Background: an optimization exercise with open tools, aiming at small area. Do not read the settings as production practice.
Only simulation tests tie the RTL to the original design; equivalence was not proved.

== indigo ==
// ascon_statmachine_top
module ascon_statmachine_top (
    input logic clk,
    input logic rst_n,
    input logic [63:0] msg_in,
    input logic msg_start,
    input logic msg_last,
    output logic [0:255] hash_out,
    output wire hash_ready
);
clock: 6.0 ns
lec_check: 0
cap_margin: 20
core_margin: 2
core_utilization: 60
gpl_timing_driven: 0
slew_margin: 20
standard.sh (not shown) runs the stock make flow with config.mk's settings and CLKGATE_MAP_FILE= SYNTH_SCRIPT=/design/flow/synth_recipe.tcl, a recipe that flattens the netlist after the stock synthesis.
==> flow/flow/run.sh <==
#!/bin/bash
# ORFS layout with area-oriented changes. Each tool's output goes to the ORFS
# logs under orfs/logs/ and the make output to synth_make.log / layout_make.log.
#  - synthesis: the standard synthesis script, unchanged except that ABC
#    maps for area (flow/area.abc) and full adders are not extracted first;
#    registers, flattening and renaming are as in the standard synthesis
#  - no timing repair at floorplan (REMOVE_ABC_BUFFERS)
#  - port buffers use the smallest buffer (buf_1) instead of clkdlybuf4s50_1
#  - CTS with clkbuf_16 buffers, large sink clusters and without dummy loads
set -euo pipefail
W=$(pwd)
ABC_SCRIPT="$W/flow/area.abc"
{
  head -n 1 "$W/synth_recipe.tcl"
  sed "s#^source \$::env(SCRIPTS_DIR)/synth_preamble.tcl\$#&\nlset abc_args 1 $ABC_SCRIPT#" "$FLOW_HOME/scripts/synth.tcl"
  tail -n +3 "$W/synth_recipe.tcl"
} > "$W/area_synth.tcl"
grep -q "lset abc_args 1" "$W/area_synth.tcl"
bash standard.sh SYNTH_SCRIPT="$W/area_synth.tcl" ADDER_MAP_FILE= synth > synth_make.log 2>&1
# no sizing pass on the unbuffered area-mapped netlist at floorplan; the
# placement-stage repair_design buffers the high-fanout nets instead
export REMOVE_ABC_BUFFERS=1
export BUFFER_PORTS_ARGS="-buffer_cell sky130_fd_sc_hd__buf_1"
export CTS_ARGS="-sink_clustering_enable -repair_clock_nets -dont_use_dummy_load -buf_list sky130_fd_sc_hd__clkbuf_16 -sink_clustering_size 24 -sink_clustering_max_diameter 120"
bash standard.sh > layout_make.log 2>&1
==> flow/flow/area.abc <==
&get -n
&st
&dch
&nf -R 1000
&put
indigo finished every step from synthesis to the final layout, and the layout passed the timing, design-rule and antenna checks.
#### Input delta (amber over indigo)
Settings: CORE_UTILIZATION changed from 60 to 72; SLEW_MARGIN changed from 20 to 0; CAP_MARGIN changed from 20 to 0.
==> results.txt <==
| amber | all stages done | FAIL | capacitance limit, slew limit |. Cell count: amber lower than indigo. amber ended up with a higher total iterations of the first detailed-routing run than indigo did. Of indigo and amber, the higher time the worst path needs with I/O delays and setup belongs to amber. Max non-clock buffer count in the final layout across indigo and amber: indigo. indigo vs amber, end point of the critical path: state[283] vs state[292]. Global-route usage: amber vs indigo up 6.7 points.
What yarrow does differently from amber at the input level:
Settings: CAP_MARGIN changed from 0 to 10; SLEW_MARGIN changed from 0 to 10.
Results
amber ran in full, but the layout does not pass; the checks complain about capacitance limit, slew limit. yarrow did not stop at any stage, and its layout met the timing, design-rule and antenna checks. The setup slack in yarrow was lower than what amber gave. Upper clock frequency limit (lower): yarrow. The final reports for yarrow and amber show non-clock buffer total of the final layout higher in the former. For yarrow, the source of the critical timing path was state_machine.run, unlike amber, where it was state_machine.rc[3].
What violet does differently from yarrow at the input level:
Settings: removing GPL_TIMING_DRIVEN (formerly 0); changing CORE_UTILIZATION from 72 to 70; changing SLEW_MARGIN from 10 to 20; changing CAP_MARGIN from 10 to 20.
==> flow/flow/run.sh <==
#!/bin/bash
# Standard ORFS layout with area-oriented tweaks:
#  - port buffers use the smallest buffer (buf_1) instead of clkdlybuf4s50_1
#  - CTS with small clock buffers and without dummy loads
set -euo pipefail
export BUFFER_PORTS_ARGS="-buffer_cell sky130_fd_sc_hd__buf_1"
export CTS_ARGS="-sink_clustering_enable -repair_clock_nets -dont_use_dummy_load -buf_list {sky130_fd_sc_hd__clkbuf_4 sky130_fd_sc_hd__clkbuf_8}"
bash standard.sh > orfs_make.log 2>&1
removed: flow/flow/area.abc
### Flow results
Each of the runs, namely violet and yarrow, reached the end of the flow and came out clean. Against yarrow, the final cell area of violet is higher. Compared with yarrow, violet shows a higher number of DRC markers after the initial detailed-route iteration. Compare violet and yarrow | share of cell area taken by flip-flops and latches lower: violet. Going from yarrow to violet, number of non-clock buffers in the layout grew by a few percent. Detailed route, violet vs yarrow: via total higher for violet. Initial antenna violation count in violet is 1 above yarrow. Post-detailed-routing wire length sits higher in violet than in yarrow.
Edits applied to the flow inputs when going from violet to ember:
Settings: GPL_TIMING_DRIVEN: unset -> 0; CORE_UTILIZATION: 70 -> 72.
==> flow/flow/run.sh <==
#!/bin/bash
# ORFS layout with area-oriented changes. Each tool's output goes to the ORFS
# logs under orfs/logs/ and the make output to synth_make.log / layout_make.log.
#  - synthesis: the standard synthesis script, unchanged except that ABC
#    maps for area (flow/area.abc) and full adders are not extracted first;
#    registers, flattening and renaming are as in the standard synthesis
#  - no timing repair at floorplan (REMOVE_ABC_BUFFERS)
#  - port buffers use the smallest buffer (buf_1) instead of clkdlybuf4s50_1
#  - CTS with clkbuf_16 buffers, large sink clusters and without dummy loads
set -euo pipefail
W=$(pwd)
ABC_SCRIPT="$W/flow/area.abc"
{
  head -n 1 "$W/synth_recipe.tcl"
  sed "s#^source \$::env(SCRIPTS_DIR)/synth_preamble.tcl\$#&\nlset abc_args 1 $ABC_SCRIPT#" "$FLOW_HOME/scripts/synth.tcl"
  tail -n +3 "$W/synth_recipe.tcl"
} > "$W/area_synth.tcl"
grep -q "lset abc_args 1" "$W/area_synth.tcl"
bash standard.sh SYNTH_SCRIPT="$W/area_synth.tcl" ADDER_MAP_FILE= synth > synth_make.log 2>&1
# no sizing pass on the unbuffered area-mapped netlist at floorplan; the
# placement-stage repair_design buffers the high-fanout nets instead
export REMOVE_ABC_BUFFERS=1
# repair_design buffers high-fanout nets with small buffers only
export DONT_USE_CELLS="sky130_fd_sc_hd__buf_6 sky130_fd_sc_hd__buf_8 sky130_fd_sc_hd__buf_12 sky130_fd_sc_hd__buf_16 sky130_fd_sc_hd__bufbuf_8 sky130_fd_sc_hd__bufbuf_16"
export BUFFER_PORTS_ARGS="-buffer_cell sky130_fd_sc_hd__buf_1"
export CTS_ARGS="-sink_clustering_enable -repair_clock_nets -dont_use_dummy_load -buf_list sky130_fd_sc_hd__clkbuf_16 -sink_clustering_size 24 -sink_clustering_max_diameter 120"
bash standard.sh > layout_make.log 2>&1
==> flow/flow/area.abc (new file) <==
&get -n
&st
&dch
&nf -R 1000
&put
==> results.txt <==
- Relative to violet, data required time at the worst endpoint increased by 0.04 ns in ember.
- ember against violet: final design area excluding fillers has decreased.
- ember has global-route wire length before repair below what violet had.
- On ember: share of the clock period used by the worst path is 5.0 points higher than what violet gave.
- Compare violet and ember | worst hold slack lower: ember
- ember gives less clock insertion delay at the later pin of the skew report than violet did.
- ember vs. violet: number of filler cells placed in the layout went down by 582.

-- what the ideal ports hide --
The flow's constraints put no driver on any port. The routed layouts listed below were extracted and timed again, unchanged, in two steps.
Step 1: set_driving_cell puts a clkbuf_16 on clk and a buf_2 on each other input, an assumption about the parent block.
Step 2 also shifts input and output timing later by t, the mid clock arrival at the registers, as if the neighbouring blocks saw the same clock.
Slacks: ideal ports / drivers / drivers and shift; pairs: ideal ports / drivers.
run | t, ns | setup slack, ns | worst hold slack (ns) | clock arrival spread, ns | worst slew at a driven data input, ns
indigo | 0.653 | 0.551 / 0.551 / 0.551 | 0.421 / 0.421 / 0.421 | 0.073 / 0.074 | 0.05
amber | 0.651 | 0.457 / 0.457 / 0.457 | 0.433 / 0.433 / 0.433 | 0.040 / 0.039 | 0.07
yarrow | 0.661 | 0.251 / 0.251 / 0.251 | 0.427 / 0.427 / 0.427 | 0.042 / 0.042 | 0.07
violet | 0.736 | 0.992 / 0.992 / 0.992 | 0.439 / 0.439 / 0.439 | 0.041 / 0.040 | 0.04
ember | 0.654 | 0.691 / 0.691 / 0.691 | 0.419 / 0.419 / 0.419 | 0.042 / 0.042 | 0.06
